Source: an optimization exercise on an open RTL-to-GDS flow (aim: small area and a short achievable clock period). Production flows keep margins and buffers that such runs may drop.
The RTL was checked by simulation tests, not by an equivalence proof against the original design.

==> flow/design.v (outline; a module is shown in full before it is edited, if it fits) <==
// module atan_poly: 266 lines
// module sqrt_lut: 32778 lines
// module cal_abs_angle: 198 lines
module cal_abs_angle(
    input           clk     ,
    input [7:0]     real_i  ,
    input [7:0]     imag_i  ,
    input           val_i   ,
    output [7:0]    abs_o   ,
    output [15:0]   angle_o ,
    output          val_o
    );
  // ...
==> flow/run.sh <==
#!/bin/bash
# synth_recipe.tcl (not shown) runs the flow's synth.tcl, then flattens the netlist and writes it again
# the make line also repeats each setting of config.mk as NAME=value (left out here)
make -C /OpenROAD-flow-scripts/flow DESIGN_CONFIG=/design/flow/config.mk WORK_HOME=/design/flow/orfs CLKGATE_MAP_FILE= SYNTH_SCRIPT=/design/flow/synth_recipe.tcl finish
==> flow/config.mk <==
export PLATFORM = sky130hd
export DESIGN_NAME = cal_abs_angle
export DESIGN_NICKNAME = cal_abs_angle
export VERILOG_FILES = /design/flow/design.v
export SDC_FILE = /design/flow/constraint.sdc
export NUM_CORES = 4
export LEC_CHECK = 0
export CAP_MARGIN = 20
export CORE_MARGIN = 2
export CORE_UTILIZATION = 40
export SLEW_MARGIN = 20
export SYNTH_MEMORY_MAX_BITS = 262144
==> flow/constraint.sdc <==
create_clock -name core_clock -period 28.0 [get_ports {clk}]
set_input_delay 5.6000 -clock core_clock [delete_from_list [all_inputs] [get_ports {clk}]]
set_output_delay 5.6000 -clock core_clock [all_outputs]
set_load 0.01 [all_outputs]
==> summary.md, run 1 <==
| Metric | Value |
|---|---|
| H-tree levels | 4 |
| Met1 Track Usage GR | 33.96% |
| M2 GR Usage | 39.76% |
| Largest net degree at the start of global routing | 79 |
| Asr flop ratio synth | 0% |
| Seq/Total Area, Yosys | 22.91% |
| Fin area | 17790 um^2 |
| # resized after CTS | 0 |
| Worst-path clk slew | 0.08 ns |
| Setup crit end kind | output port |
| Tap cells | 532 |
| # setup viols final | 0 |
| Initial Utilization | 40.41% |
| Worst min-delay path category | register to register |
| Fillers | 4091 |
| Top delay family on crit path | buffers and inverters |
| IO Port Bufs | 42 |
| DRT met1 WL | 22.56 mm |
| Hold depth | 0 |
| Number of global-route vias before repair | 15830 |
| Reg-to-reg endpoint | rem3[6]$_DFF_P_ |
| Hold endpoint | abs6[4]$_DFF_P_ |
| Register area | 3775 um^2 |
| Clock latency (worst-skew pair) | 0.49 ns |
| Clock buffer count from CTS | 17 |
| Largest Register | ang7 |
| Gr busiest metal | met2 |
| EDFF count, synth | 0 |
| Vias/cell | 6.251 |
| Clock-cell share of area | 3.496% |
| Global-route wire length before repair | 87.95 mm |
| Critical path type | register to output port |
| Place WS | 21.31 ns |
| Status | finished clean |
| Clock buffer depth | 2 |
| # DRC | 0 |
| Die area | 42700 um^2 |
==> module atan_poly, before the edit <==
module atan_poly(
    input      [7:0]  q,
    output reg [12:0] p
    );
    always @(*) begin
        case (q)
            8'd0: p = 13'd8170;
            8'd1: p = 13'd13;
            8'd2: p = 13'd47;
            8'd3: p = 13'd81;
            8'd4: p = 13'd115;
            8'd5: p = 13'd149;
            8'd6: p = 13'd183;
            8'd7: p = 13'd216;
            8'd8: p = 13'd250;
            8'd9: p = 13'd283;
            8'd10: p = 13'd316;
            8'd11: p = 13'd349;
            8'd12: p = 13'd382;
            8'd13: p = 13'd415;
            8'd14: p = 13'd447;
            8'd15: p = 13'd479;
            8'd16: p = 13'd512;
            8'd17: p = 13'd544;
            8'd18: p = 13'd576;
            8'd19: p = 13'd608;
            8'd20: p = 13'd639;
            8'd21: p = 13'd671;
            8'd22: p = 13'd702;
            8'd23: p = 13'd734;
            8'd24: p = 13'd765;
            8'd25: p = 13'd796;
            8'd26: p = 13'd826;
            8'd27: p = 13'd857;
            8'd28: p = 13'd888;
            8'd29: p = 13'd918;
            8'd30: p = 13'd948;
            8'd31: p = 13'd978;
            8'd32: p = 13'd1008;
            8'd33: p = 13'd1038;
            8'd34: p = 13'd1068;
            8'd35: p = 13'd1097;
            8'd36: p = 13'd1127;
            8'd37: p = 13'd1156;
            8'd38: p = 13'd1185;
            8'd39: p = 13'd1214;
            8'd40: p = 13'd1243;
            8'd41: p = 13'd1271;
            8'd42: p = 13'd1300;
            8'd43: p = 13'd1328;
            8'd44: p = 13'd1356;
            8'd45: p = 13'd1384;
            8'd46: p = 13'd1412;
            8'd47: p = 13'd1440;
            8'd48: p = 13'd1468;
            8'd49: p = 13'd1495;
            8'd50: p = 13'd1523;
            8'd51: p = 13'd1550;
            8'd52: p = 13'd1577;
            8'd53: p = 13'd1604;
            8'd54: p = 13'd1631;
            8'd55: p = 13'd1657;
            8'd56: p = 13'd1684;
            8'd57: p = 13'd1710;
            8'd58: p = 13'd1736;
            8'd59: p = 13'd1762;
            8'd60: p = 13'd1788;
            8'd61: p = 13'd1814;
            8'd62: p = 13'd1839;
            8'd63: p = 13'd1865;
            8'd64: p = 13'd1890;
            8'd65: p = 13'd1915;
            8'd66: p = 13'd1940;
            8'd67: p = 13'd1965;
            8'd68: p = 13'd1990;
            8'd69: p = 13'd2015;
            8'd70: p = 13'd2039;
            8'd71: p = 13'd2063;
            8'd72: p = 13'd2088;
            8'd73: p = 13'd2112;
            8'd74: p = 13'd2136;
            8'd75: p = 13'd2159;
            8'd76: p = 13'd2183;
            8'd77: p = 13'd2206;
            8'd78: p = 13'd2230;
            8'd79: p = 13'd2253;
            8'd80: p = 13'd2276;
            8'd81: p = 13'd2299;
            8'd82: p = 13'd2321;
            8'd83: p = 13'd2344;
            8'd84: p = 13'd2366;
            8'd85: p = 13'd2389;
            8'd86: p = 13'd2411;
            8'd87: p = 13'd2433;
            8'd88: p = 13'd2455;
            8'd89: p = 13'd2476;
            8'd90: p = 13'd2498;
            8'd91: p = 13'd2519;
            8'd92: p = 13'd2541;
            8'd93: p = 13'd2562;
            8'd94: p = 13'd2583;
            8'd95: p = 13'd2604;
            8'd96: p = 13'd2624;
            8'd97: p = 13'd2645;
            8'd98: p = 13'd2665;
            8'd99: p = 13'd2685;
            8'd100: p = 13'd2706;
            8'd101: p = 13'd2726;
            8'd102: p = 13'd2745;
            8'd103: p = 13'd2765;
            8'd104: p = 13'd2785;
            8'd105: p = 13'd2804;
            8'd106: p = 13'd2823;
            8'd107: p = 13'd2842;
            8'd108: p = 13'd2861;
            8'd109: p = 13'd2880;
            8'd110: p = 13'd2899;
            8'd111: p = 13'd2917;
            8'd112: p = 13'd2936;
            8'd113: p = 13'd2954;
            8'd114: p = 13'd2972;
            8'd115: p = 13'd2990;
            8'd116: p = 13'd3008;
            8'd117: p = 13'd3026;
            8'd118: p = 13'd3043;
            8'd119: p = 13'd3060;
            8'd120: p = 13'd3078;
            8'd121: p = 13'd3095;
            8'd122: p = 13'd3112;
            8'd123: p = 13'd3128;
            8'd124: p = 13'd3145;
            8'd125: p = 13'd3162;
            8'd126: p = 13'd3178;
            8'd127: p = 13'd3194;
            8'd128: p = 13'd3210;
            8'd129: p = 13'd3210;
            8'd130: p = 13'd3210;
            8'd131: p = 13'd3210;
            8'd132: p = 13'd3210;
            8'd133: p = 13'd3210;
            8'd134: p = 13'd3210;
            8'd135: p = 13'd3210;
            8'd136: p = 13'd3210;
            8'd137: p = 13'd3210;
            8'd138: p = 13'd3210;
            8'd139: p = 13'd3210;
            8'd140: p = 13'd3210;
            8'd141: p = 13'd3210;
            8'd142: p = 13'd3210;
            8'd143: p = 13'd3210;
            8'd144: p = 13'd3210;
            8'd145: p = 13'd3210;
            8'd146: p = 13'd3210;
            8'd147: p = 13'd3210;
            8'd148: p = 13'd3210;
            8'd149: p = 13'd3210;
            8'd150: p = 13'd3210;
            8'd151: p = 13'd3210;
            8'd152: p = 13'd3210;
            8'd153: p = 13'd3210;
            8'd154: p = 13'd3210;
            8'd155: p = 13'd3210;
            8'd156: p = 13'd3210;
            8'd157: p = 13'd3210;
            8'd158: p = 13'd3210;
            8'd159: p = 13'd3210;
            8'd160: p = 13'd3210;
            8'd161: p = 13'd3210;
            8'd162: p = 13'd3210;
            8'd163: p = 13'd3210;
            8'd164: p = 13'd3210;
            8'd165: p = 13'd3210;
            8'd166: p = 13'd3210;
            8'd167: p = 13'd3210;
            8'd168: p = 13'd3210;
            8'd169: p = 13'd3210;
            8'd170: p = 13'd3210;
            8'd171: p = 13'd3210;
            8'd172: p = 13'd3210;
            8'd173: p = 13'd3210;
            8'd174: p = 13'd3210;
            8'd175: p = 13'd3210;
            8'd176: p = 13'd3210;
            8'd177: p = 13'd3210;
            8'd178: p = 13'd3210;
            8'd179: p = 13'd3210;
            8'd180: p = 13'd3210;
            8'd181: p = 13'd3210;
            8'd182: p = 13'd3210;
            8'd183: p = 13'd3210;
            8'd184: p = 13'd3210;
            8'd185: p = 13'd3210;
            8'd186: p = 13'd3210;
            8'd187: p = 13'd3210;
            8'd188: p = 13'd3210;
            8'd189: p = 13'd3210;
            8'd190: p = 13'd3210;
            8'd191: p = 13'd3210;
            8'd192: p = 13'd3210;
            8'd193: p = 13'd3210;
            8'd194: p = 13'd3210;
            8'd195: p = 13'd3210;
            8'd196: p = 13'd3210;
            8'd197: p = 13'd3210;
            8'd198: p = 13'd3210;
            8'd199: p = 13'd3210;
            8'd200: p = 13'd3210;
            8'd201: p = 13'd3210;
            8'd202: p = 13'd3210;
            8'd203: p = 13'd3210;
            8'd204: p = 13'd3210;
            8'd205: p = 13'd3210;
            8'd206: p = 13'd3210;
            8'd207: p = 13'd3210;
            8'd208: p = 13'd3210;
            8'd209: p = 13'd3210;
            8'd210: p = 13'd3210;
            8'd211: p = 13'd3210;
            8'd212: p = 13'd3210;
            8'd213: p = 13'd3210;
            8'd214: p = 13'd3210;
            8'd215: p = 13'd3210;
            8'd216: p = 13'd3210;
            8'd217: p = 13'd3210;
            8'd218: p = 13'd3210;
            8'd219: p = 13'd3210;
            8'd220: p = 13'd3210;
            8'd221: p = 13'd3210;
            8'd222: p = 13'd3210;
            8'd223: p = 13'd3210;
            8'd224: p = 13'd3210;
            8'd225: p = 13'd3210;
            8'd226: p = 13'd3210;
            8'd227: p = 13'd3210;
            8'd228: p = 13'd3210;
            8'd229: p = 13'd3210;
            8'd230: p = 13'd3210;
            8'd231: p = 13'd3210;
            8'd232: p = 13'd3210;
            8'd233: p = 13'd3210;
            8'd234: p = 13'd3210;
            8'd235: p = 13'd3210;
            8'd236: p = 13'd3210;
            8'd237: p = 13'd3210;
            8'd238: p = 13'd3210;
            8'd239: p = 13'd3210;
            8'd240: p = 13'd3210;
            8'd241: p = 13'd3210;
            8'd242: p = 13'd3210;
            8'd243: p = 13'd3210;
            8'd244: p = 13'd3210;
            8'd245: p = 13'd3210;
            8'd246: p = 13'd3210;
            8'd247: p = 13'd3210;
            8'd248: p = 13'd3210;
            8'd249: p = 13'd3210;
            8'd250: p = 13'd3210;
            8'd251: p = 13'd3210;
            8'd252: p = 13'd3210;
            8'd253: p = 13'd3210;
            8'd254: p = 13'd3210;
            8'd255: p = 13'd3210;
            default: p = 13'd0;
        endcase
    end
endmodule
==> module cal_abs_angle, before the edit <==
module cal_abs_angle(
    input           clk     ,
    input [7:0]     real_i  ,
    input [7:0]     imag_i  ,
    input           val_i   ,
    output [7:0]    abs_o   ,
    output [15:0]   angle_o ,
    output          val_o
    );
    reg [7:0] val_r;
    always @(posedge clk) val_r <= {val_r[6:0], val_i};
    assign val_o = val_r[7];
    reg [7:0] re1, im1, re2, im2;
    always @(posedge clk) begin
        re1 <= real_i; im1 <= imag_i;
        re2 <= re1;    im2 <= im1;
    end
    wire       rs = re2[7];
    wire       is = im2[7];
    wire [7:0] a  = rs ? -re2 : re2;
    wire [7:0] b  = is ? -im2 : im2;
    wire       rz = (re2 == 8'd0);
    wire       iz = (im2 == 8'd0);
    wire       ge = (a >= b);
    wire       eq = (re2 == im2) | (re2 == -im2);
    wire       ds = (rs ^ is) & ~iz & ~rz;
    reg  [2:0] cs_a;
    always @(*) begin
        if (rz & iz)       cs_a = 3'd0;
        else if (ge)       cs_a = ds ? (rs ? 3'd2 : 3'd3) : (rs ? 3'd0 : 3'd1);
        else               cs_a = (~ds & ~(rz & is)) ? (rs ? 3'd4 : 3'd5) : (rs ? 3'd6 : 3'd7);
    end
    wire [7:0] mn = ge ? b : a;
    wire [7:0] mx = ge ? a : b;
    wire       q7_a = eq & ~rz;
    wire [7:0] r0   = eq ? 8'd0 : mn;
    wire [7:0] d_a  = {mx[7:1], mx[0] | (rz & iz)};
    wire [8:0] t6   = {r0, 1'b0} - {1'b0, d_a};
    wire       q6_a = ~t6[8];
    wire [7:0] r1_a = q6_a ? t6[7:0] : {r0[6:0], 1'b0};
    wire sq_0 = b[3] ^ (b[2] & b[3]) ^ (b[1] & b[4]);
    wire sq_1 = (b[3] & (b[2] & b[3])) | (b[3] & (b[1] & b[4])) | ((b[2] & b[3]) & (b[1] & b[4]));
    wire sq_2 = (b[2] & b[4]) ^ (b[1] & b[5]);
    wire sq_3 = (b[2] & b[4]) & (b[1] & b[5]);
    wire sq_4 = b[4] ^ (b[3] & b[4]) ^ (b[2] & b[5]);
    wire sq_5 = (b[4] & (b[3] & b[4])) | (b[4] & (b[2] & b[5])) | ((b[3] & b[4]) & (b[2] & b[5]));
    wire sq_6 = (b[1] & b[6]) ^ a[4];
    wire sq_7 = (b[1] & b[6]) & a[4];
    wire sq_8 = b[2] ^ (b[1] & b[2]) ^ (b[0] & b[3]);
    wire sq_9 = (b[2] & (b[1] & b[2])) | (b[2] & (b[0] & b[3])) | ((b[1] & b[2]) & (b[0] & b[3]));
    wire sq_10 = (b[1] & b[3]) ^ (b[0] & b[4]);
    wire sq_11 = (b[1] & b[3]) & (b[0] & b[4]);
    wire sq_12 = (b[0] & b[5]) ^ a[3] ^ (a[2] & a[3]);
    wire sq_13 = ((b[0] & b[5]) & a[3]) | ((b[0] & b[5]) & (a[2] & a[3])) | (a[3] & (a[2] & a[3]));
    wire sq_14 = (a[1] & a[4]) ^ (a[0] & a[5]);
    wire sq_15 = (a[1] & a[4]) & (a[0] & a[5]);
    wire sq_16 = sq_1 ^ (b[0] & b[6]) ^ (a[2] & a[4]);
    wire sq_17 = (sq_1 & (b[0] & b[6])) | (sq_1 & (a[2] & a[4])) | ((b[0] & b[6]) & (a[2] & a[4]));
    wire sq_18 = (a[1] & a[5]) ^ (a[0] & a[6]) ^ sq_2;
    wire sq_19 = ((a[1] & a[5]) & (a[0] & a[6])) | ((a[1] & a[5]) & sq_2) | ((a[0] & a[6]) & sq_2);
    wire sq_20 = sq_3 ^ (a[3] & a[4]) ^ (a[2] & a[5]);
    wire sq_21 = (sq_3 & (a[3] & a[4])) | (sq_3 & (a[2] & a[5])) | ((a[3] & a[4]) & (a[2] & a[5]));
    wire sq_22 = (a[1] & a[6]) ^ sq_4 ^ sq_6;
    wire sq_23 = ((a[1] & a[6]) & sq_4) | ((a[1] & a[6]) & sq_6) | (sq_4 & sq_6);
    wire sq_24 = sq_7 ^ sq_5 ^ (b[3] & b[5]);
    wire sq_25 = (sq_7 & sq_5) | (sq_7 & (b[3] & b[5])) | (sq_5 & (b[3] & b[5]));
    wire sq_26 = (b[2] & b[6]) ^ (a[3] & a[5]) ^ (a[2] & a[6]);
    wire sq_27 = ((b[2] & b[6]) & (a[3] & a[5])) | ((b[2] & b[6]) & (a[2] & a[6])) | ((a[3] & a[5]) & (a[2] & a[6]));
    wire sq_28 = b[5] ^ (b[4] & b[5]) ^ (b[3] & b[6]);
    wire sq_29 = (b[5] & (b[4] & b[5])) | (b[5] & (b[3] & b[6])) | ((b[4] & b[5]) & (b[3] & b[6]));
    wire sq_30 = a[5] ^ (a[4] & a[5]) ^ (a[3] & a[6]);
    wire sq_31 = (a[5] & (a[4] & a[5])) | (a[5] & (a[3] & a[6])) | ((a[4] & a[5]) & (a[3] & a[6]));
    wire sq_32 = b[1] ^ (b[0] & b[1]);
    wire sq_33 = b[1] & (b[0] & b[1]);
    wire sq_34 = a[2] ^ (a[1] & a[2]);
    wire sq_35 = a[2] & (a[1] & a[2]);
    wire sq_36 = sq_9 ^ (a[1] & a[3]) ^ (a[0] & a[4]);
    wire sq_37 = (sq_9 & (a[1] & a[3])) | (sq_9 & (a[0] & a[4])) | ((a[1] & a[3]) & (a[0] & a[4]));
    wire sq_38 = sq_11 ^ sq_0 ^ sq_12;
    wire sq_39 = (sq_11 & sq_0) | (sq_11 & sq_12) | (sq_0 & sq_12);
    wire sq_40 = sq_15 ^ sq_13 ^ sq_16;
    wire sq_41 = (sq_15 & sq_13) | (sq_15 & sq_16) | (sq_13 & sq_16);
    wire sq_42 = sq_19 ^ sq_17 ^ sq_20;
    wire sq_43 = (sq_19 & sq_17) | (sq_19 & sq_20) | (sq_17 & sq_20);
    wire sq_44 = sq_23 ^ sq_21 ^ sq_24;
    wire sq_45 = (sq_23 & sq_21) | (sq_23 & sq_24) | (sq_21 & sq_24);
    wire sq_46 = sq_27 ^ sq_25 ^ sq_28;
    wire sq_47 = (sq_27 & sq_25) | (sq_27 & sq_28) | (sq_25 & sq_28);
    wire sq_48 = sq_31 ^ sq_29 ^ (b[4] & b[6]);
    wire sq_49 = (sq_31 & sq_29) | (sq_31 & (b[4] & b[6])) | (sq_29 & (b[4] & b[6]));
    wire sq_50 = b[6] ^ (b[5] & b[6]) ^ a[6];
    wire sq_51 = (b[6] & (b[5] & b[6])) | (b[6] & a[6]) | ((b[5] & b[6]) & a[6]);
    wire sq_52 = a[1] ^ (a[0] & a[1]);
    wire sq_53 = a[1] & (a[0] & a[1]);
    wire sq_54 = sq_33 ^ (b[0] & b[2]) ^ (a[0] & a[2]);
    wire sq_55 = (sq_33 & (b[0] & b[2])) | (sq_33 & (a[0] & a[2])) | ((b[0] & b[2]) & (a[0] & a[2]));
    wire sq_56 = (a[0] & a[3]) ^ sq_8 ^ sq_34;
    wire sq_57 = ((a[0] & a[3]) & sq_8) | ((a[0] & a[3]) & sq_34) | (sq_8 & sq_34);
    wire sq_58 = sq_35 ^ sq_10 ^ sq_36;
    wire sq_59 = (sq_35 & sq_10) | (sq_35 & sq_36) | (sq_10 & sq_36);
    wire sq_60 = sq_37 ^ sq_14 ^ sq_38;
    wire sq_61 = (sq_37 & sq_14) | (sq_37 & sq_38) | (sq_14 & sq_38);
    wire sq_62 = sq_39 ^ sq_18 ^ sq_40;
    wire sq_63 = (sq_39 & sq_18) | (sq_39 & sq_40) | (sq_18 & sq_40);
    wire sq_64 = sq_41 ^ sq_22 ^ sq_42;
    wire sq_65 = (sq_41 & sq_22) | (sq_41 & sq_42) | (sq_22 & sq_42);
    wire sq_66 = sq_43 ^ sq_26 ^ sq_44;
    wire sq_67 = (sq_43 & sq_26) | (sq_43 & sq_44) | (sq_26 & sq_44);
    wire sq_68 = sq_45 ^ sq_30 ^ sq_46;
    wire sq_69 = (sq_45 & sq_30) | (sq_45 & sq_46) | (sq_30 & sq_46);
    wire sq_70 = sq_47 ^ (a[4] & a[6]) ^ sq_48;
    wire sq_71 = (sq_47 & (a[4] & a[6])) | (sq_47 & sq_48) | ((a[4] & a[6]) & sq_48);
    wire sq_72 = sq_49 ^ (a[5] & a[6]) ^ sq_50;
    wire sq_73 = (sq_49 & (a[5] & a[6])) | (sq_49 & sq_50) | ((a[5] & a[6]) & sq_50);
    wire [14:0] s_r0 = {a[7], sq_51, sq_72, sq_70, sq_68, sq_66, sq_64, sq_62, sq_60, sq_58, sq_56, sq_54, sq_52, 1'b0, a[0]};
    wire [14:0] s_r1 = {b[7], sq_73, sq_71, sq_69, sq_67, sq_65, sq_63, sq_61, sq_59, sq_57, sq_55, sq_53, sq_32, 1'b0, b[0]};
    wire [14:0] s_a  = s_r0 + s_r1;
    reg [14:0] s3;
    reg [7:0]  rem3, d3;
    reg [1:0]  q3;
    reg [2:0]  cs3;
    always @(posedge clk) begin
        s3   <= s_a;
        rem3 <= r1_a;
        d3   <= d_a;
        q3   <= {q7_a, q6_a};
        cs3  <= cs_a;
    end
    wire [7:0] abs_b;
    sqrt_lut sqrt_lut_inst(.s(s3), .v(abs_b));
    wire [8:0] tb1 = {rem3, 1'b0} - {1'b0, d3};
    wire       qb1 = ~tb1[8];
    wire [7:0] ub1 = qb1 ? tb1[7:0] : {rem3[6:0], 1'b0};
    wire [8:0] tb2 = {ub1, 1'b0} - {1'b0, d3};
    wire       qb2 = ~tb2[8];
    wire [7:0] ub2 = qb2 ? tb2[7:0] : {ub1[6:0], 1'b0};
    reg [7:0] abs4, rem4, d4;
    reg [3:0] q4;
    reg [2:0] cs4;
    always @(posedge clk) begin
        abs4 <= abs_b;
        rem4 <= ub2;
        d4   <= d3;
        q4   <= {q3, qb1, qb2};
        cs4  <= cs3;
    end
    wire [8:0] tc1 = {rem4, 1'b0} - {1'b0, d4};
    wire       qc1 = ~tc1[8];
    wire [7:0] uc1 = qc1 ? tc1[7:0] : {rem4[6:0], 1'b0};
    wire [8:0] tc2 = {uc1, 1'b0} - {1'b0, d4};
    wire       qc2 = ~tc2[8];
    wire [7:0] uc2 = qc2 ? tc2[7:0] : {uc1[6:0], 1'b0};
    reg [7:0] abs5, rem5, d5;
    reg [5:0] q5;
    reg [2:0] cs5;
    always @(posedge clk) begin
        abs5 <= abs4;
        rem5 <= uc2;
        d5   <= d4;
        q5   <= {q4, qc1, qc2};
        cs5  <= cs4;
    end
    wire [8:0] td1 = {rem5, 1'b0} - {1'b0, d5};
    wire       qd1 = ~td1[8];
    wire [7:0] ud1 = qd1 ? td1[7:0] : {rem5[6:0], 1'b0};
    wire [8:0] td2 = {ud1, 1'b0} - {1'b0, d5};
    wire       qd2 = ~td2[8];
    reg [7:0] abs6, q6;
    reg [2:0] cs6;
    always @(posedge clk) begin
        abs6 <= abs5;
        q6   <= {q5, qd1, qd2};
        cs6  <= cs5;
    end
    wire [12:0] p;
    atan_poly atan_poly_inst(.q(q6), .p(p));
    wire        neg = (cs6 == 3'd2) | (cs6 == 3'd3) | (cs6 == 3'd4) | (cs6 == 3'd5);
    reg  [15:0] off;
    always @(*) begin
        case (cs6)
            3'd0: off = -16'd12868;
            3'd2: off =  16'd12868;
            3'd4, 3'd7: off = -16'd6434;
            3'd5, 3'd6: off =  16'd6434;
            default: off = 16'd0;
        endcase
    end
    wire [15:0] px = {{3{p[12]}}, p} ^ {16{neg}};
    wire [15:0] ang_e = off + px + {15'd0, neg};
    reg [7:0]  abs7;
    reg [15:0] ang7;
    always @(posedge clk) begin
        abs7 <= abs6;
        ang7 <= ang_e;
    end
    assign abs_o   = abs7;
    assign angle_o = ang7;
endmodule
==> run 2, diff against run 1 <==
--- a/flow/design.v
+++ b/flow/design.v
@@ -1,266 +1,751 @@
-module atan_poly(
-    input      [7:0]  q,
-    output reg [12:0] p
-    );
-    always @(*) begin
-        case (q)
-            8'd0: p = 13'd8170;
-            8'd1: p = 13'd13;
-            8'd2: p = 13'd47;
-            8'd3: p = 13'd81;
-            8'd4: p = 13'd115;
-            8'd5: p = 13'd149;
-            8'd6: p = 13'd183;
-            8'd7: p = 13'd216;
-            8'd8: p = 13'd250;
-            8'd9: p = 13'd283;
-            8'd10: p = 13'd316;
-            8'd11: p = 13'd349;
-            8'd12: p = 13'd382;
-            8'd13: p = 13'd415;
-            8'd14: p = 13'd447;
-            8'd15: p = 13'd479;
-            8'd16: p = 13'd512;
-            8'd17: p = 13'd544;
-            8'd18: p = 13'd576;
-            8'd19: p = 13'd608;
-            8'd20: p = 13'd639;
-            8'd21: p = 13'd671;
-            8'd22: p = 13'd702;
-            8'd23: p = 13'd734;
-            8'd24: p = 13'd765;
-            8'd25: p = 13'd796;
-            8'd26: p = 13'd826;
-            8'd27: p = 13'd857;
-            8'd28: p = 13'd888;
-            8'd29: p = 13'd918;
-            8'd30: p = 13'd948;
-            8'd31: p = 13'd978;
-            8'd32: p = 13'd1008;
-            8'd33: p = 13'd1038;
-            8'd34: p = 13'd1068;
-            8'd35: p = 13'd1097;
-            8'd36: p = 13'd1127;
-            8'd37: p = 13'd1156;
-            8'd38: p = 13'd1185;
-            8'd39: p = 13'd1214;
-            8'd40: p = 13'd1243;
-            8'd41: p = 13'd1271;
-            8'd42: p = 13'd1300;
-            8'd43: p = 13'd1328;
-            8'd44: p = 13'd1356;
-            8'd45: p = 13'd1384;
-            8'd46: p = 13'd1412;
-            8'd47: p = 13'd1440;
-            8'd48: p = 13'd1468;
-            8'd49: p = 13'd1495;
-            8'd50: p = 13'd1523;
-            8'd51: p = 13'd1550;
-            8'd52: p = 13'd1577;
-            8'd53: p = 13'd1604;
-            8'd54: p = 13'd1631;
-            8'd55: p = 13'd1657;
-            8'd56: p = 13'd1684;
-            8'd57: p = 13'd1710;
-            8'd58: p = 13'd1736;
-            8'd59: p = 13'd1762;
-            8'd60: p = 13'd1788;
-            8'd61: p = 13'd1814;
-            8'd62: p = 13'd1839;
-            8'd63: p = 13'd1865;
-            8'd64: p = 13'd1890;
-            8'd65: p = 13'd1915;
-            8'd66: p = 13'd1940;
-            8'd67: p = 13'd1965;
-            8'd68: p = 13'd1990;
-            8'd69: p = 13'd2015;
-            8'd70: p = 13'd2039;
-            8'd71: p = 13'd2063;
-            8'd72: p = 13'd2088;
-            8'd73: p = 13'd2112;
-            8'd74: p = 13'd2136;
-            8'd75: p = 13'd2159;
-            8'd76: p = 13'd2183;
-            8'd77: p = 13'd2206;
-            8'd78: p = 13'd2230;
-            8'd79: p = 13'd2253;
-            8'd80: p = 13'd2276;
-            8'd81: p = 13'd2299;
-            8'd82: p = 13'd2321;
-            8'd83: p = 13'd2344;
-            8'd84: p = 13'd2366;
-            8'd85: p = 13'd2389;
-            8'd86: p = 13'd2411;
-            8'd87: p = 13'd2433;
-            8'd88: p = 13'd2455;
-            8'd89: p = 13'd2476;
-            8'd90: p = 13'd2498;
-            8'd91: p = 13'd2519;
-            8'd92: p = 13'd2541;
-            8'd93: p = 13'd2562;
-            8'd94: p = 13'd2583;
-            8'd95: p = 13'd2604;
-            8'd96: p = 13'd2624;
-            8'd97: p = 13'd2645;
-            8'd98: p = 13'd2665;
-            8'd99: p = 13'd2685;
-            8'd100: p = 13'd2706;
-            8'd101: p = 13'd2726;
-            8'd102: p = 13'd2745;
-            8'd103: p = 13'd2765;
-            8'd104: p = 13'd2785;
-            8'd105: p = 13'd2804;
-            8'd106: p = 13'd2823;
-            8'd107: p = 13'd2842;
-            8'd108: p = 13'd2861;
-            8'd109: p = 13'd2880;
-            8'd110: p = 13'd2899;
-            8'd111: p = 13'd2917;
-            8'd112: p = 13'd2936;
-            8'd113: p = 13'd2954;
-            8'd114: p = 13'd2972;
-            8'd115: p = 13'd2990;
-            8'd116: p = 13'd3008;
-            8'd117: p = 13'd3026;
-            8'd118: p = 13'd3043;
-            8'd119: p = 13'd3060;
-            8'd120: p = 13'd3078;
-            8'd121: p = 13'd3095;
-            8'd122: p = 13'd3112;
-            8'd123: p = 13'd3128;
-            8'd124: p = 13'd3145;
-            8'd125: p = 13'd3162;
-            8'd126: p = 13'd3178;
-            8'd127: p = 13'd3194;
-            8'd128: p = 13'd3210;
-            8'd129: p = 13'd3210;
-            8'd130: p = 13'd3210;
-            8'd131: p = 13'd3210;
-            8'd132: p = 13'd3210;
-            8'd133: p = 13'd3210;
-            8'd134: p = 13'd3210;
-            8'd135: p = 13'd3210;
-            8'd136: p = 13'd3210;
-            8'd137: p = 13'd3210;
-            8'd138: p = 13'd3210;
-            8'd139: p = 13'd3210;
-            8'd140: p = 13'd3210;
-            8'd141: p = 13'd3210;
-            8'd142: p = 13'd3210;
-            8'd143: p = 13'd3210;
-            8'd144: p = 13'd3210;
-            8'd145: p = 13'd3210;
-            8'd146: p = 13'd3210;
-            8'd147: p = 13'd3210;
-            8'd148: p = 13'd3210;
-            8'd149: p = 13'd3210;
-            8'd150: p = 13'd3210;
-            8'd151: p = 13'd3210;
-            8'd152: p = 13'd3210;
-            8'd153: p = 13'd3210;
-            8'd154: p = 13'd3210;
-            8'd155: p = 13'd3210;
-            8'd156: p = 13'd3210;
-            8'd157: p = 13'd3210;
-            8'd158: p = 13'd3210;
-            8'd159: p = 13'd3210;
-            8'd160: p = 13'd3210;
-            8'd161: p = 13'd3210;
-            8'd162: p = 13'd3210;
-            8'd163: p = 13'd3210;
-            8'd164: p = 13'd3210;
-            8'd165: p = 13'd3210;
-            8'd166: p = 13'd3210;
-            8'd167: p = 13'd3210;
-            8'd168: p = 13'd3210;
-            8'd169: p = 13'd3210;
-            8'd170: p = 13'd3210;
-            8'd171: p = 13'd3210;
-            8'd172: p = 13'd3210;
-            8'd173: p = 13'd3210;
-            8'd174: p = 13'd3210;
-            8'd175: p = 13'd3210;
-            8'd176: p = 13'd3210;
-            8'd177: p = 13'd3210;
-            8'd178: p = 13'd3210;
-            8'd179: p = 13'd3210;
-            8'd180: p = 13'd3210;
-            8'd181: p = 13'd3210;
-            8'd182: p = 13'd3210;
-            8'd183: p = 13'd3210;
-            8'd184: p = 13'd3210;
-            8'd185: p = 13'd3210;
-            8'd186: p = 13'd3210;
-            8'd187: p = 13'd3210;
-            8'd188: p = 13'd3210;
-            8'd189: p = 13'd3210;
-            8'd190: p = 13'd3210;
-            8'd191: p = 13'd3210;
-            8'd192: p = 13'd3210;
-            8'd193: p = 13'd3210;
-            8'd194: p = 13'd3210;
-            8'd195: p = 13'd3210;
-            8'd196: p = 13'd3210;
-            8'd197: p = 13'd3210;
-            8'd198: p = 13'd3210;
-            8'd199: p = 13'd3210;
-            8'd200: p = 13'd3210;
-            8'd201: p = 13'd3210;
-            8'd202: p = 13'd3210;
-            8'd203: p = 13'd3210;
-            8'd204: p = 13'd3210;
-            8'd205: p = 13'd3210;
-            8'd206: p = 13'd3210;
-            8'd207: p = 13'd3210;
-            8'd208: p = 13'd3210;
-            8'd209: p = 13'd3210;
-            8'd210: p = 13'd3210;
-            8'd211: p = 13'd3210;
-            8'd212: p = 13'd3210;
-            8'd213: p = 13'd3210;
-            8'd214: p = 13'd3210;
-            8'd215: p = 13'd3210;
-            8'd216: p = 13'd3210;
-            8'd217: p = 13'd3210;
-            8'd218: p = 13'd3210;
-            8'd219: p = 13'd3210;
-            8'd220: p = 13'd3210;
-            8'd221: p = 13'd3210;
-            8'd222: p = 13'd3210;
-            8'd223: p = 13'd3210;
-            8'd224: p = 13'd3210;
-            8'd225: p = 13'd3210;
-            8'd226: p = 13'd3210;
-            8'd227: p = 13'd3210;
-            8'd228: p = 13'd3210;
-            8'd229: p = 13'd3210;
-            8'd230: p = 13'd3210;
-            8'd231: p = 13'd3210;
-            8'd232: p = 13'd3210;
-            8'd233: p = 13'd3210;
-            8'd234: p = 13'd3210;
-            8'd235: p = 13'd3210;
-            8'd236: p = 13'd3210;
-            8'd237: p = 13'd3210;
-            8'd238: p = 13'd3210;
-            8'd239: p = 13'd3210;
-            8'd240: p = 13'd3210;
-            8'd241: p = 13'd3210;
-            8'd242: p = 13'd3210;
-            8'd243: p = 13'd3210;
-            8'd244: p = 13'd3210;
-            8'd245: p = 13'd3210;
-            8'd246: p = 13'd3210;
-            8'd247: p = 13'd3210;
-            8'd248: p = 13'd3210;
-            8'd249: p = 13'd3210;
-            8'd250: p = 13'd3210;
-            8'd251: p = 13'd3210;
-            8'd252: p = 13'd3210;
-            8'd253: p = 13'd3210;
-            8'd254: p = 13'd3210;
-            8'd255: p = 13'd3210;
-            default: p = 13'd0;
-        endcase
-    end
+module atan_poly(q, p);
+  input [7:0] q;
+  wire [7:0] q;
+  output [12:0] p;
+  wire [12:0] p;
+  wire _0_;
+  wire _100_;
+  wire _101_;
+  wire _102_;
+  wire _103_;
+  wire _104_;
+  wire _105_;
+  wire _106_;
+  wire _107_;
+  wire _108_;
+  wire _109_;
+  wire _10_;
+  wire _110_;
+  wire _111_;
+  wire _112_;
+  wire _113_;
+  wire _114_;
+  wire _115_;
+  wire _116_;
+  wire _117_;
+  wire _118_;
+  wire _119_;
+  wire _11_;
+  wire _120_;
+  wire _121_;
+  wire _122_;
+  wire _123_;
+  wire _124_;
+  wire _125_;
+  wire _126_;
+  wire _127_;
+  wire _128_;
+  wire _129_;
+  wire _12_;
+  wire _130_;
+  wire _131_;
+  wire _132_;
+  wire _133_;
+  wire _134_;
+  wire _135_;
+  wire _136_;
+  wire _137_;
+  wire _138_;
+  wire _139_;
+  wire _13_;
+  wire _140_;
+  wire _141_;
+  wire _142_;
+  wire _143_;
+  wire _144_;
+  wire _145_;
+  wire _146_;
+  wire _147_;
+  wire _148_;
+  wire _149_;
+  wire _14_;
+  wire _150_;
+  wire _151_;
+  wire _152_;
+  wire _153_;
+  wire _154_;
+  wire _155_;
+  wire _156_;
+  wire _157_;
+  wire _158_;
+  wire _159_;
+  wire _15_;
+  wire _160_;
+  wire _161_;
+  wire _162_;
+  wire _163_;
+  wire _164_;
+  wire _165_;
+  wire _166_;
+  wire _167_;
+  wire _168_;
+  wire _169_;
+  wire _16_;
+  wire _170_;
+  wire _171_;
+  wire _172_;
+  wire _173_;
+  wire _174_;
+  wire _175_;
+  wire _176_;
+  wire _177_;
+  wire _178_;
+  wire _179_;
+  wire _17_;
+  wire _180_;
+  wire _181_;
+  wire _182_;
+  wire _183_;
+  wire _184_;
+  wire _185_;
+  wire _186_;
+  wire _187_;
+  wire _188_;
+  wire _189_;
+  wire _18_;
+  wire _190_;
+  wire _191_;
+  wire _192_;
+  wire _193_;
+  wire _194_;
+  wire _195_;
+  wire _196_;
+  wire _197_;
+  wire _198_;
+  wire _199_;
+  wire _19_;
+  wire _1_;
+  wire _200_;
+  wire _201_;
+  wire _202_;
+  wire _203_;
+  wire _204_;
+  wire _205_;
+  wire _206_;
+  wire _207_;
+  wire _208_;
+  wire _209_;
+  wire _20_;
+  wire _210_;
+  wire _211_;
+  wire _212_;
+  wire _213_;
+  wire _214_;
+  wire _215_;
+  wire _216_;
+  wire _217_;
+  wire _218_;
+  wire _219_;
+  wire _21_;
+  wire _220_;
+  wire _221_;
+  wire _222_;
+  wire _223_;
+  wire _224_;
+  wire _225_;
+  wire _226_;
+  wire _227_;
+  wire _228_;
+  wire _229_;
+  wire _22_;
+  wire _230_;
+  wire _231_;
+  wire _232_;
+  wire _233_;
+  wire _234_;
+  wire _235_;
+  wire _236_;
+  wire _237_;
+  wire _238_;
+  wire _239_;
+  wire _23_;
+  wire _240_;
+  wire _241_;
+  wire _242_;
+  wire _243_;
+  wire _244_;
+  wire _245_;
+  wire _246_;
+  wire _247_;
+  wire _248_;
+  wire _249_;
+  wire _24_;
+  wire _250_;
+  wire _251_;
+  wire _252_;
+  wire _253_;
+  wire _254_;
+  wire _255_;
+  wire _256_;
+  wire _257_;
+  wire _258_;
+  wire _259_;
+  wire _25_;
+  wire _260_;
+  wire _261_;
+  wire _262_;
+  wire _263_;
+  wire _264_;
+  wire _265_;
+  wire _266_;
+  wire _267_;
+  wire _268_;
+  wire _269_;
+  wire _26_;
+  wire _270_;
+  wire _271_;
+  wire _272_;
+  wire _273_;
+  wire _274_;
+  wire _275_;
+  wire _276_;
+  wire _277_;
+  wire _278_;
+  wire _279_;
+  wire _27_;
+  wire _280_;
+  wire _281_;
+  wire _282_;
+  wire _283_;
+  wire _284_;
+  wire _285_;
+  wire _286_;
+  wire _287_;
+  wire _288_;
+  wire _289_;
+  wire _28_;
+  wire _290_;
+  wire _291_;
+  wire _292_;
+  wire _293_;
+  wire _294_;
+  wire _295_;
+  wire _296_;
+  wire _297_;
+  wire _298_;
+  wire _299_;
+  wire _29_;
+  wire _2_;
+  wire _300_;
+  wire _301_;
+  wire _302_;
+  wire _303_;
+  wire _304_;
+  wire _305_;
+  wire _306_;
+  wire _307_;
+  wire _308_;
+  wire _309_;
+  wire _30_;
+  wire _310_;
+  wire _311_;
+  wire _312_;
+  wire _313_;
+  wire _314_;
+  wire _315_;
+  wire _316_;
+  wire _317_;
+  wire _318_;
+  wire _319_;
+  wire _31_;
+  wire _320_;
+  wire _321_;
+  wire _322_;
+  wire _323_;
+  wire _324_;
+  wire _325_;
+  wire _326_;
+  wire _327_;
+  wire _328_;
+  wire _329_;
+  wire _32_;
+  wire _330_;
+  wire _331_;
+  wire _332_;
+  wire _333_;
+  wire _334_;
+  wire _335_;
+  wire _336_;
+  wire _337_;
+  wire _338_;
+  wire _339_;
+  wire _33_;
+  wire _340_;
+  wire _341_;
+  wire _342_;
+  wire _343_;
+  wire _344_;
+  wire _345_;
+  wire _346_;
+  wire _347_;
+  wire _348_;
+  wire _349_;
+  wire _34_;
+  wire _350_;
+  wire _351_;
+  wire _352_;
+  wire _353_;
+  wire _354_;
+  wire _355_;
+  wire _356_;
+  wire _357_;
+  wire _358_;
+  wire _359_;
+  wire _35_;
+  wire _360_;
+  wire _361_;
+  wire _362_;
+  wire _363_;
+  wire _364_;
+  wire _365_;
+  wire _36_;
+  wire _37_;
+  wire _38_;
+  wire _39_;
+  wire _3_;
+  wire _40_;
+  wire _41_;
+  wire _42_;
+  wire _43_;
+  wire _44_;
+  wire _45_;
+  wire _46_;
+  wire _47_;
+  wire _48_;
+  wire _49_;
+  wire _4_;
+  wire _50_;
+  wire _51_;
+  wire _52_;
+  wire _53_;
+  wire _54_;
+  wire _55_;
+  wire _56_;
+  wire _57_;
+  wire _58_;
+  wire _59_;
+  wire _5_;
+  wire _60_;
+  wire _61_;
+  wire _62_;
+  wire _63_;
+  wire _64_;
+  wire _65_;
+  wire _66_;
+  wire _67_;
+  wire _68_;
+  wire _69_;
+  wire _6_;
+  wire _70_;
+  wire _71_;
+  wire _72_;
+  wire _73_;
+  wire _74_;
+  wire _75_;
+  wire _76_;
+  wire _77_;
+  wire _78_;
+  wire _79_;
+  wire _7_;
+  wire _80_;
+  wire _81_;
+  wire _82_;
+  wire _83_;
+  wire _84_;
+  wire _85_;
+  wire _86_;
+  wire _87_;
+  wire _88_;
+  wire _89_;
+  wire _8_;
+  wire _90_;
+  wire _91_;
+  wire _92_;
+  wire _93_;
+  wire _94_;
+  wire _95_;
+  wire _96_;
+  wire _97_;
+  wire _98_;
+  wire _99_;
+  wire _9_;
+  assign _344_ = ~q[3];
+  assign _343_ = ~q[0];
+  assign _342_ = ~q[4];
+  assign _341_ = ~q[5];
+  assign _340_ = q[3] | q[2];
+  assign _339_ = q[1] | q[2];
+  assign _338_ = q[3] | _339_;
+  assign _337_ = q[0] | q[4];
+  assign _336_ = ~(q[3] | q[4]);
+  assign _335_ = _343_ & ~(_339_);
+  assign _334_ = ~(_336_ & _335_);
+  assign _333_ = q[5] | _334_;
+  assign _332_ = q[6] | _333_;
+  assign _331_ = ~(q[1] & q[0]);
+  assign _330_ = ~(q[1] & q[2]);
+  assign _329_ = _343_ | _330_;
+  assign _328_ = ~(_336_ & _329_);
+  assign _327_ = q[5] | _328_;
+  assign _326_ = q[6] & _327_;
+  assign _325_ = ~(q[7] | _326_);
+  assign p[11] = ~(_332_ & _325_);
+  assign _324_ = q[3] & q[4];
+  assign _323_ = ~(q[5] & _324_);
+  assign _322_ = q[6] & _323_;
+  assign _321_ = ~(_327_ & _322_);
+  assign _320_ = ~(q[5] ^ _334_);
+  assign _319_ = q[6] | _320_;
+  assign _318_ = _321_ & _319_;
+  assign p[10] = q[7] | _318_;
+  assign _317_ = _341_ & _328_;
+  assign _316_ = ~(q[0] & q[2]);
+  assign _315_ = ~(_330_ & _316_);
+  assign _314_ = ~(_324_ & _315_);
+  assign _313_ = ~(_317_ & _314_);
+  assign _312_ = _340_ | ~(_331_);
+  assign _311_ = ~(q[4] & _312_);
+  assign _310_ = q[5] | ~(q[4]);
+  assign _309_ = _311_ & _310_;
+  assign _308_ = _334_ & _309_;
+  assign _307_ = q[6] | _308_;
+  assign _306_ = ~(_322_ & _313_);
+  assign _305_ = _307_ & _306_;
+  assign p[9] = ~(q[7] | _305_);
+  assign _304_ = q[4] & ~(q[3]);
+  assign _303_ = ~(q[3] & _315_);
+  assign _302_ = q[4] & _303_;
+  assign _301_ = ~(_338_ & _302_);
+  assign _300_ = ~(_317_ & _301_);
+  assign _299_ = ~(q[3] & _339_);
+  assign _298_ = _342_ & _299_;
+  assign _297_ = ~(q[5] & _298_);
+  assign _296_ = _323_ & _297_;
+  assign _295_ = ~(_300_ & _296_);
+  assign _294_ = q[6] & _295_;
+  assign _293_ = q[3] | _335_;
+  assign _292_ = q[1] | ~(q[3]);
+  assign _291_ = q[2] | ~(q[3]);
+  assign _290_ = q[2] | _292_;
+  assign _289_ = ~(_293_ & _290_);
+  assign _288_ = ~(_342_ & _289_);
+  assign _287_ = ~(_312_ & _302_);
+  assign _286_ = q[5] & _288_;
+  assign _285_ = ~(_287_ & _286_);
+  assign _284_ = _336_ | ~(_335_);
+  assign _283_ = _341_ & _284_;
+  assign _282_ = _293_ & _283_;
+  assign _281_ = ~(q[6] | _282_);
+  assign _280_ = ~(_285_ & _281_);
+  assign _279_ = ~(q[7] | _294_);
+  assign p[8] = _280_ & _279_;
+  assign _278_ = ~(q[3] & _330_);
+  assign _277_ = _344_ | _315_;
+  assign _276_ = q[1] | ~(q[2]);
+  assign _275_ = q[3] | ~(q[1]);
+  assign _274_ = _344_ & _276_;
+  assign _273_ = q[2] | ~(q[1]);
+  assign _272_ = q[1] & ~(q[0]);
+  assign _271_ = ~(q[1] & _316_);
+  assign _270_ = ~(_274_ & _271_);
+  assign _269_ = ~(_277_ & _270_);
+  assign _268_ = ~(q[4] & _269_);
+  assign _267_ = _342_ & _291_;
+  assign _266_ = ~(_270_ & _267_);
+  assign _265_ = _341_ & _266_;
+  assign _264_ = ~(_268_ & _265_);
+  assign _263_ = ~(_340_ & _298_);
+  assign _262_ = _335_ | ~(_304_);
+  assign _261_ = q[5] & _262_;
+  assign _260_ = ~(_263_ & _261_);
+  assign _259_ = q[0] | ~(q[2]);
+  assign _258_ = q[1] | _259_;
+  assign _257_ = q[2] | ~(q[0]);
+  assign _256_ = _273_ & _257_;
+  assign _255_ = _258_ & _256_;
+  assign _254_ = ~(_344_ & _255_);
+  assign _253_ = q[3] & _273_;
+  assign _252_ = ~(_276_ & _253_);
+  assign _251_ = _342_ & _252_;
+  assign _250_ = ~(_254_ & _251_);
+  assign _249_ = _311_ | ~(_277_);
+  assign _248_ = q[5] & _249_;
+  assign _247_ = ~(_250_ & _248_);
+  assign _246_ = q[4] & ~(q[2]);
+  assign _245_ = _304_ & ~(q[2]);
+  assign _244_ = _341_ & ~(_245_);
+  assign _243_ = ~(_255_ & _244_);
+  assign _242_ = _247_ & _243_;
+  assign _241_ = q[6] | _242_;
+  assign _240_ = q[6] & _260_;
+  assign _239_ = _264_ & _240_;
+  assign _238_ = ~(q[7] | _239_);
+  assign p[7] = ~(_241_ & _238_);
+  assign _237_ = ~(q[1] ^ q[0]);
+  assign _236_ = _237_ | ~(q[2]);
+  assign _235_ = _339_ & _236_;
+  assign _234_ = _304_ & _235_;
+  assign _233_ = ~(_258_ & _253_);
+  assign _232_ = _342_ | _233_;
+  assign _231_ = q[1] | ~(_257_);
+  assign _230_ = _259_ & _231_;
+  assign _229_ = q[3] & ~(q[4]);
+  assign _228_ = _230_ | ~(_229_);
+  assign _227_ = q[1] & _259_;
+  assign _226_ = ~(_336_ & _227_);
+  assign _225_ = _228_ & _226_;
+  assign _224_ = _341_ & ~(_234_);
+  assign _223_ = _225_ & _224_;
+  assign _222_ = ~(_232_ & _223_);
+  assign _221_ = ~(_274_ & _259_);
+  assign _220_ = _233_ & _221_;
+  assign _219_ = ~(_342_ & _220_);
+  assign _218_ = ~(_291_ & _256_);
+  assign _217_ = ~(q[4] & _218_);
+  assign _216_ = q[5] & _217_;
+  assign _215_ = ~(_219_ & _216_);
+  assign _214_ = _344_ | _235_;
+  assign _213_ = _316_ & _237_;
+  assign _212_ = ~(_344_ & _213_);
+  assign _211_ = q[4] & _212_;
+  assign _210_ = ~(_214_ & _211_);
+  assign _209_ = ~(_292_ & _212_);
+  assign _208_ = ~(_342_ & _209_);
+  assign _207_ = ~(_210_ & _208_);
+  assign _206_ = ~(q[5] & _207_);
+  assign _205_ = q[0] | _245_;
+  assign _204_ = ~(q[1] ^ _205_);
+  assign _203_ = ~(_341_ & _204_);
+  assign _202_ = ~(_206_ & _203_);
+  assign _201_ = q[6] | _202_;
+  assign _200_ = q[6] & _215_;
+  assign _199_ = _222_ & _200_;
+  assign _198_ = ~(q[7] | _199_);
+  assign p[6] = _201_ & _198_;
+  assign _197_ = q[0] ^ q[2];
+  assign _196_ = ~_197_;
+  assign _195_ = ~(q[1] & _197_);
+  assign _194_ = ~(_257_ & _236_);
+  assign _193_ = ~(_344_ & _194_);
+  assign _192_ = _344_ | _197_;
+  assign _191_ = ~(_193_ & _192_);
+  assign _190_ = ~(q[4] & _191_);
+  assign _189_ = q[0] & ~(q[4]);
+  assign _188_ = q[0] & _336_;
+  assign _187_ = ~(_330_ & _188_);
+  assign _186_ = q[0] | ~(q[3]);
+  assign _185_ = q[4] | _186_;
+  assign _184_ = q[5] & _185_;
+  assign _183_ = _187_ & _184_;
+  assign _182_ = ~(_190_ & _183_);
+  assign _181_ = ~(_344_ & _197_);
+  assign _180_ = ~(_186_ & _181_);
+  assign _179_ = ~(q[4] & _180_);
+  assign _178_ = ~(_337_ & _179_);
+  assign _177_ = _341_ & _178_;
+  assign _176_ = ~(q[6] | _177_);
+  assign _175_ = _182_ & _176_;
+  assign _174_ = q[2] | _272_;
+  assign _173_ = ~(_259_ & _174_);
+  assign _172_ = ~(_304_ & _173_);
+  assign _171_ = _343_ & ~(_330_);
+  assign _170_ = q[2] | ~(_237_);
+  assign _169_ = q[3] & _170_;
+  assign _168_ = q[2] | _237_;
+  assign _167_ = _171_ | ~(_169_);
+  assign _166_ = _344_ & ~(_171_);
+  assign _165_ = ~(_174_ & _166_);
+  assign _164_ = _342_ & _165_;
+  assign _163_ = ~(_167_ & _164_);
+  assign _162_ = ~(_172_ & _163_);
+  assign _161_ = ~(_341_ & _162_);
+  assign _160_ = ~(_292_ & _275_);
+  assign _159_ = _316_ ^ _160_;
+  assign _158_ = ~(_342_ & _159_);
+  assign _157_ = ~(_274_ & _168_);
+  assign _156_ = ~(q[3] & q[1]);
+  assign _155_ = ~(q[4] & _156_);
+  assign _154_ = _342_ | _274_;
+  assign _153_ = q[4] & _157_;
+  assign _152_ = ~(_156_ & _153_);
+  assign _151_ = q[5] & _158_;
+  assign _150_ = ~(_152_ & _151_);
+  assign _149_ = q[1] | _197_;
+  assign _148_ = _271_ & _149_;
+  assign _147_ = q[3] & _271_;
+  assign _146_ = ~(q[3] & _148_);
+  assign _145_ = _310_ | _146_;
+  assign _144_ = q[6] & _145_;
+  assign _143_ = _150_ & _144_;
+  assign _142_ = ~(_161_ & _143_);
+  assign _141_ = ~(q[7] | _175_);
+  assign p[5] = _142_ & _141_;
+  assign _140_ = _290_ & ~(_237_);
+  assign _139_ = ~(_167_ & _153_);
+  assign _138_ = ~(_342_ & _140_);
+  assign _137_ = ~(_139_ & _138_);
+  assign _136_ = ~(_341_ & _137_);
+  assign _135_ = q[4] | _197_;
+  assign _134_ = _292_ | ~(_257_);
+  assign _133_ = _231_ | ~(_229_);
+  assign _132_ = q[5] & _133_;
+  assign _131_ = _135_ & _132_;
+  assign _130_ = ~(_179_ & _131_);
+  assign _129_ = q[6] & _130_;
+  assign _128_ = _136_ & _129_;
+  assign _127_ = _335_ | ~(_329_);
+  assign _126_ = ~(_344_ & _127_);
+  assign _125_ = ~(_267_ & _126_);
+  assign _124_ = q[2] | _331_;
+  assign _123_ = ~(_274_ & _124_);
+  assign _122_ = q[4] & _134_;
+  assign _121_ = ~(_123_ & _122_);
+  assign _120_ = q[5] & _121_;
+  assign _119_ = ~(_125_ & _120_);
+  assign _118_ = _312_ & _244_;
+  assign _117_ = ~(q[6] | _118_);
+  assign _116_ = ~(_119_ & _117_);
+  assign _115_ = ~(q[7] | _128_);
+  assign p[4] = _116_ & _115_;
+  assign _114_ = ~(_181_ & _146_);
+  assign _113_ = ~(q[4] & _114_);
+  assign _112_ = _229_ | _189_;
+  assign _111_ = _253_ | ~(_112_);
+  assign _110_ = ~(_196_ & _112_);
+  assign _109_ = _111_ & _110_;
+  assign _108_ = _341_ & _109_;
+  assign _107_ = ~(_113_ & _108_);
+  assign _106_ = ~(_339_ & _197_);
+  assign _105_ = _278_ | _106_;
+  assign _104_ = ~(_275_ & _105_);
+  assign _103_ = ~(_342_ & _104_);
+  assign _102_ = _324_ | _246_;
+  assign _101_ = ~(_290_ & _102_);
+  assign _100_ = q[5] & _101_;
+  assign _99_ = ~(_103_ & _100_);
+  assign _98_ = ~(_107_ & _99_);
+  assign _97_ = ~(q[6] & _98_);
+  assign _96_ = _291_ | _237_;
+  assign _95_ = _330_ & _259_;
+  assign _94_ = _96_ & _95_;
+  assign _93_ = _340_ | ~(_237_);
+  assign _345_ = ~(_94_ & _93_);
+  assign _346_ = ~(q[4] & _345_);
+  assign _347_ = ~(_336_ & _230_);
+  assign _348_ = _132_ & _347_;
+  assign _349_ = ~(_346_ & _348_);
+  assign _350_ = _276_ & _195_;
+  assign _351_ = q[3] | _350_;
+  assign _352_ = ~(_342_ & _351_);
+  assign _353_ = ~(_340_ & _302_);
+  assign _354_ = _352_ & _353_;
+  assign _355_ = ~(_341_ & _354_);
+  assign _356_ = _349_ & _355_;
+  assign _357_ = q[6] | _356_;
+  assign _358_ = _97_ & _357_;
+  assign p[3] = q[7] | _358_;
+  assign _359_ = _174_ & _95_;
+  assign _360_ = ~(_324_ & _359_);
+  assign _361_ = ~(_304_ & _231_);
+  assign _362_ = ~(q[2] | q[4]);
+  assign _363_ = _331_ & _362_;
+  assign _364_ = ~(_275_ & _363_);
+  assign _365_ = q[6] & _364_;
+  assign _0_ = _361_ & _365_;
+  assign _1_ = ~(_360_ & _0_);
+  assign _2_ = ~(_214_ & _102_);
+  assign _3_ = q[3] | _237_;
+  assign _4_ = _298_ & _3_;
+  assign _5_ = ~(q[6] | _4_);
+  assign _6_ = ~(_2_ & _5_);
+  assign _7_ = ~(_1_ & _6_);
+  assign _8_ = ~(_341_ & _7_);
+  assign _9_ = ~(_257_ & _234_);
+  assign _10_ = ~(_316_ & _169_);
+  assign _11_ = ~(_170_ & _166_);
+  assign _12_ = _10_ & _11_;
+  assign _13_ = ~(_342_ & _12_);
+  assign _14_ = ~(_324_ & _227_);
+  assign _15_ = _9_ & _14_;
+  assign _16_ = _13_ & _15_;
+  assign _17_ = q[6] | _16_;
+  assign _18_ = _236_ & _229_;
+  assign _19_ = ~(_170_ & _18_);
+  assign _20_ = ~(_304_ & _227_);
+  assign _21_ = _339_ | ~(_324_);
+  assign _22_ = q[6] & _21_;
+  assign _23_ = _20_ & _22_;
+  assign _24_ = _23_ & ~(_188_);
+  assign _25_ = ~(_19_ & _24_);
+  assign _26_ = q[5] & _25_;
+  assign _27_ = ~(_17_ & _26_);
+  assign _28_ = _8_ & _27_;
+  assign p[2] = ~(q[7] | _28_);
+  assign _29_ = _274_ | _147_;
+  assign _30_ = ~(_342_ & _29_);
+  assign _31_ = q[4] & _233_;
+  assign _32_ = ~(_193_ & _31_);
+  assign _33_ = ~(_30_ & _32_);
+  assign _34_ = ~(q[5] & _33_);
+  assign _35_ = q[3] | _197_;
+  assign _36_ = ~(_146_ & _35_);
+  assign _37_ = q[2] | _275_;
+  assign _38_ = ~(_229_ & _350_);
+  assign _39_ = ~(q[4] & _36_);
+  assign _40_ = _37_ & _39_;
+  assign _41_ = ~(_38_ & _40_);
+  assign _42_ = ~(_341_ & _41_);
+  assign _43_ = q[6] & _34_;
+  assign _44_ = ~(_42_ & _43_);
+  assign _45_ = _192_ | ~(_339_);
+  assign _46_ = ~(_102_ & _45_);
+  assign _47_ = q[3] | _148_;
+  assign _48_ = ~(_298_ & _47_);
+  assign _49_ = ~(_291_ & _272_);
+  assign _50_ = _343_ | _292_;
+  assign _51_ = _49_ & _50_;
+  assign _52_ = ~(_257_ & _51_);
+  assign _53_ = ~(q[4] & _52_);
+  assign _54_ = q[5] & _53_;
+  assign _55_ = ~(_48_ & _54_);
+  assign _56_ = ~(_111_ & _46_);
+  assign _57_ = ~(_341_ & _56_);
+  assign _58_ = ~(_55_ & _57_);
+  assign _59_ = ~(q[6] | _58_);
+  assign _60_ = ~(q[7] | _59_);
+  assign p[1] = ~(_44_ & _60_);
+  assign _61_ = _169_ | _154_;
+  assign _62_ = _186_ | ~(_330_);
+  assign _63_ = _342_ & _62_;
+  assign _64_ = ~(_126_ & _63_);
+  assign _65_ = _61_ & _64_;
+  assign _66_ = ~(_341_ & _65_);
+  assign _67_ = _338_ & _35_;
+  assign _68_ = ~(_298_ & _67_);
+  assign _69_ = _344_ & _168_;
+  assign _70_ = ~(_95_ & _69_);
+  assign _71_ = q[4] & _278_;
+  assign _72_ = ~(_70_ & _71_);
+  assign _73_ = q[5] & _68_;
+  assign _74_ = _72_ & _73_;
+  assign _75_ = ~(_166_ | _155_);
+  assign _76_ = ~(_192_ & _75_);
+  assign _77_ = ~(_267_ & _231_);
+  assign _78_ = _184_ & _77_;
+  assign _79_ = ~(_76_ & _78_);
+  assign _80_ = ~(_259_ & _169_);
+  assign _81_ = ~(_211_ & _80_);
+  assign _82_ = ~(q[2] & _160_);
+  assign _83_ = ~(_343_ & _82_);
+  assign _84_ = _342_ & _50_;
+  assign _85_ = ~(_83_ & _84_);
+  assign _86_ = _81_ & _85_;
+  assign _87_ = ~(_341_ & _86_);
+  assign _88_ = q[6] & _79_;
+  assign _89_ = ~(_87_ & _88_);
+  assign _90_ = ~(q[6] | _74_);
+  assign _91_ = ~(_66_ & _90_);
+  assign _92_ = _89_ & _91_;
+  assign p[0] = ~(q[7] | _92_);
+  assign p[12] = ~(q[7] | _332_);
 endmodule
@@ -33081,5 +33566,2 @@
     wire [7:0] d_a  = {mx[7:1], mx[0] | (rz & iz)};
-    wire [8:0] t6   = {r0, 1'b0} - {1'b0, d_a};
-    wire       q6_a = ~t6[8];
-    wire [7:0] r1_a = q6_a ? t6[7:0] : {r0[6:0], 1'b0};
     wire sq_0 = b[3] ^ (b[2] & b[3]) ^ (b[1] & b[4]);
@@ -33163,3 +33645,3 @@
     reg [7:0]  rem3, d3;
-    reg [1:0]  q3;
+    reg        q3;
     reg [2:0]  cs3;
@@ -33167,5 +33649,5 @@
         s3   <= s_a;
-        rem3 <= r1_a;
+        rem3 <= r0;
         d3   <= d_a;
-        q3   <= {q7_a, q6_a};
+        q3   <= q7_a;
         cs3  <= cs_a;
@@ -33174,10 +33656,8 @@
     sqrt_lut sqrt_lut_inst(.s(s3), .v(abs_b));
-    wire [8:0] tb1 = {rem3, 1'b0} - {1'b0, d3};
-    wire       qb1 = ~tb1[8];
-    wire [7:0] ub1 = qb1 ? tb1[7:0] : {rem3[6:0], 1'b0};
-    wire [8:0] tb2 = {ub1, 1'b0} - {1'b0, d3};
-    wire       qb2 = ~tb2[8];
-    wire [7:0] ub2 = qb2 ? tb2[7:0] : {ub1[6:0], 1'b0};
+    wire       qb1, qb2;
+    wire [7:0] ub1, ub2;
+    divstep_fast sb1(.r(rem3), .d(d3), .q(qb1), .u(ub1));
+    divstep_slow sb2(.r(ub1),  .d(d3), .q(qb2), .u(ub2));
     reg [7:0] abs4, rem4, d4;
-    reg [3:0] q4;
+    reg [2:0] q4;
     reg [2:0] cs4;
@@ -33190,10 +33670,8 @@
     end
-    wire [8:0] tc1 = {rem4, 1'b0} - {1'b0, d4};
-    wire       qc1 = ~tc1[8];
-    wire [7:0] uc1 = qc1 ? tc1[7:0] : {rem4[6:0], 1'b0};
-    wire [8:0] tc2 = {uc1, 1'b0} - {1'b0, d4};
-    wire       qc2 = ~tc2[8];
-    wire [7:0] uc2 = qc2 ? tc2[7:0] : {uc1[6:0], 1'b0};
+    wire       qc1, qc2;
+    wire [7:0] uc1, uc2;
+    divstep_fast sc1(.r(rem4), .d(d4), .q(qc1), .u(uc1));
+    divstep_slow sc2(.r(uc1),  .d(d4), .q(qc2), .u(uc2));
     reg [7:0] abs5, rem5, d5;
-    reg [5:0] q5;
+    reg [4:0] q5;
     reg [2:0] cs5;
@@ -33206,7 +33684,8 @@
     end
-    wire [8:0] td1 = {rem5, 1'b0} - {1'b0, d5};
-    wire       qd1 = ~td1[8];
-    wire [7:0] ud1 = qd1 ? td1[7:0] : {rem5[6:0], 1'b0};
-    wire [8:0] td2 = {ud1, 1'b0} - {1'b0, d5};
-    wire       qd2 = ~td2[8];
+    wire       qd1, qd2;
+    wire [7:0] ud1, ud2;
+    divstep_fast sd1(.r(rem5), .d(d5), .q(qd1), .u(ud1));
+    divstep_fast sd2(.r(ud1),  .d(d5), .q(qd2), .u(ud2));
+    wire [8:0] td3 = {ud2, 1'b0} - {1'b0, d5};
+    wire       qd3 = ~td3[8];
     reg [7:0] abs6, q6;
@@ -33215,3 +33694,3 @@
         abs6 <= abs5;
-        q6   <= {q5, qd1, qd2};
+        q6   <= {q5, qd1, qd2, qd3};
         cs6  <= cs5;
@@ -33242 +33721,30 @@
 endmodule
+module divstep_fast(
+    input  [7:0] r,
+    input  [7:0] d,
+    output       q,
+    output [7:0] u
+    );
+    wire [8:0] t = {r, 1'b0} - {1'b0, d};
+    assign q = ~t[8];
+    assign u = q ? t[7:0] : {r[6:0], 1'b0};
+endmodule
+module divstep_slow(
+    input  [7:0] r,
+    input  [7:0] d,
+    output       q,
+    output [7:0] u
+    );
+    wire [8:0] x = {r, 1'b0};
+    wire [8:0] y = {1'b0, d};
+    wire [9:0] bw;
+    wire [8:0] t;
+    assign bw[0] = 1'b0;
+    genvar i;
+    generate for (i = 0; i < 9; i = i + 1) begin : g
+        assign t[i]    = x[i] ^ y[i] ^ bw[i];
+        assign bw[i+1] = (~x[i] & y[i]) | (~(x[i] ^ y[i]) & bw[i]);
+    end endgenerate
+    assign q = ~bw[9];
+    assign u = q ? t[7:0] : x[7:0];
+endmodule
==> summary.md, run 2 <==
| Metric | Value |
|---|---|
| Largest Register | ang7 (unchanged) |
| Status | finished clean (unchanged) |
| Critical path type | register to output port (unchanged) |
| Number of global-route vias before repair | 14420 (was 15830) |
| Initial Utilization | 40.81% (was 40.41%) |
| Hold bufs inserted after CTS | 0 (unchanged) |
| Reg-to-reg endpoint | rem4[6]$_DFF_P_ (was rem3[6]$_DFF_P_) |
| IO Port Bufs | 42 (unchanged) |
| Cell Count, Final, Fillers Out | 2506 (was 2673) |
| Global-route wire length before repair | 78.52 mm (was 87.95 mm) |
| Yosys reg bits | 180 (was 188) |
| Max-cap violations | 0 (unchanged) |
| Fin area | 16680 um^2 (was 17790 um^2) |
| # setup viols final | 0 (unchanged) |
| Die area | 40200 um^2 (was 42700 um^2) |
| Rows | 71 (was 74) |
| Worst EP arrival | 1.30 ns (was 1.33 ns) |
| Hold endpoint | q5[4]$_DFF_P_ (was abs6[4]$_DFF_P_) |
| Synth area leaders | dfxtp_1 (23%), ha_1 (8.8%), a21oi_1 (7.0%), nor2_1 (5.7%), fa_1 (5.4%) (was dfxtp_1 (23%), ha_1 (9.9%), a21oi_1 (6.3%), o21ai_0 (5.5%), nor2_1 (5.5%)) |
| Fillers | 3809 (was 4091) |
| # DRC | 0 (unchanged) |
| Largest net degree at the start of global routing | 77 (was 79) |
| Worst min-delay path category | register to register (unchanged) |
| H-tree levels | 4 (unchanged) |
| Crit share post-route | 24.65% (was 24.74%) |
| Clock buffer depth | 2 (unchanged) |
| Asr flop ratio synth | 0% (unchanged) |
| Clock latency (worst-skew pair) | 0.45 ns (was 0.49 ns) |
| Clock buffer count from CTS | 17 (unchanged) |
| Commonest non-fill, non-tap cell in the layout | nor2_1 (unchanged) |
| EDFF count, synth | 0 (unchanged) |
| Nets | 2151 (was 2305) |
| Largest register FFs | 16 (unchanged) |
| Worst-path clk slew | 0.08 ns (about the same) |
| DP Cell Count | 2474 (was 2641) |
| Vias/cell | 6.180 (was 6.251) |
| DRT antenna net count | 0 (unchanged) |
| Hold depth | 0 (unchanged) |
| Cells after Synth | 2048 (was 2187) |
| Place WS | 21.55 ns (was 21.31 ns) |
| Seq/Total Area, Yosys | 23.33% (was 22.91%) |
| Post-synth top area cell | dfxtp_1 (unchanged) |
| # resized after CTS | 0 (unchanged) |
| Setup crit end kind | output port (unchanged) |
| Top delay family on crit path | buffers and inverters (unchanged) |
==> run 2: cell types whose count changed in the layout (fill, tap and decap cells not counted), moves of 8 or more <==
cell / delta
xnor2_1: -8
mux2_2: +10
ha_1: -21
nand2_1: -37
o21ai_0: -27
nor3_1: -10
o21a_1: -12
inv_1: +11
fa_1: +13
nand3_1: +9
o221ai_1: -8
a21o_1: -14
mux2_1: -13
==> run 2: through the flow <==
step	utilization (%)	hold WS, ns
final	44.08	0.3108
after global routing	44.08	0.3178
after CTS	44.08	0.3144
after detailed placement	42.45	0.3121
after global placement	42.45	0.3110
after floorplan	-	0.3096
==> run 2: worst max path at each step <==
stage / start / end / depth (start not counted)
6_report: abs7[0]$_DFF_P_ / abs_o[0] / 1
5_1_grt: abs7[0]$_DFF_P_ / abs_o[0] / 1
4_1_cts: abs7[0]$_DFF_P_ / abs_o[0] / 1
3_5_place_dp: abs7[0]$_DFF_P_ / abs_o[0] / 1
3_3_place_gp: abs7[5]$_DFF_P_ / abs_o[5] / 1
2_1_floorplan: abs7[0]$_DFF_P_ / abs_o[0] / 0
==> run 2: final cells by class <==
cell class	instances	area [um^2]	area share [%]
clock buffers	18	439.2	2.633
multi-input cells	1605	10780	64.63
flip-flops and latches	180	3611	21.65
clock inverters	14	177.7	1.065
inverters	109	409.1	2.453
repair buffers	69	623.1	3.736
well taps	511	639.4	3.833
==> run 2: layer usage <==
layer	part of all wire (%)	vias to the layer above	wire length (um)	GRT usage [%]
met5	0	-	0	0
met3	10	137	5052	5.601
met1	43	7229	21370	32.67
li1	-	7242	-	-
met4	3.5	0	1739	9.339
met2	43	879	21280	36.27
==> run 2: logic make-up (layout without fill, tap and decap cells) <==
| kind of cell | Yosys count | in the layout | synth area share, % |
|---|---|---|---|
| xor gates and xnor gates | 95 | 95 | 5.388 |
| buffers and inverters | 263 | 210 | 6.886 |
| AOI/OAI and AO/OA | 705 | 705 | 29.13 |
| and+or+nand+nor | 618 | 618 | 18.29 |
| muxes | 36 | 36 | 2.698 |
| DFF | 180 | 180 | 23.33 |
| adders and majority gates | 151 | 151 | 14.28 |

==> port drivers added, routing unchanged <==
How much do the figures lean on ideal ports? The routed layouts below were timed once more, with nothing changed but the port constraints.
Step 1: set_driving_cell puts a clkbuf_16 on clk and a buf_2 on each other input, an assumption about the parent block.
Step 2 times the ports against the registers' clock, not the clock port: input delays grow and output delays shrink by t, the midpoint of the rising clock arrivals with the driver on.
a / b / c = ideal / step 1 / step 2; a / b = the first two.
run | shift t [ns] | slack for setup (ns) | worst hold slack (ns) | latest minus earliest clock arrival (ns) | worst slew at a driven data input, ns
run 1 | 0.528 | 21.072 / 21.024 / 21.259 | 0.328 / 0.328 / 0.328 | 0.011 / 0.012 | 0.04
run 2 | 0.491 | 21.099 / 21.046 / 21.538 | 0.311 / 0.311 / 0.311 | 0.020 / 0.021 | 0.04
After both steps setup and hold are still met in every run listed.
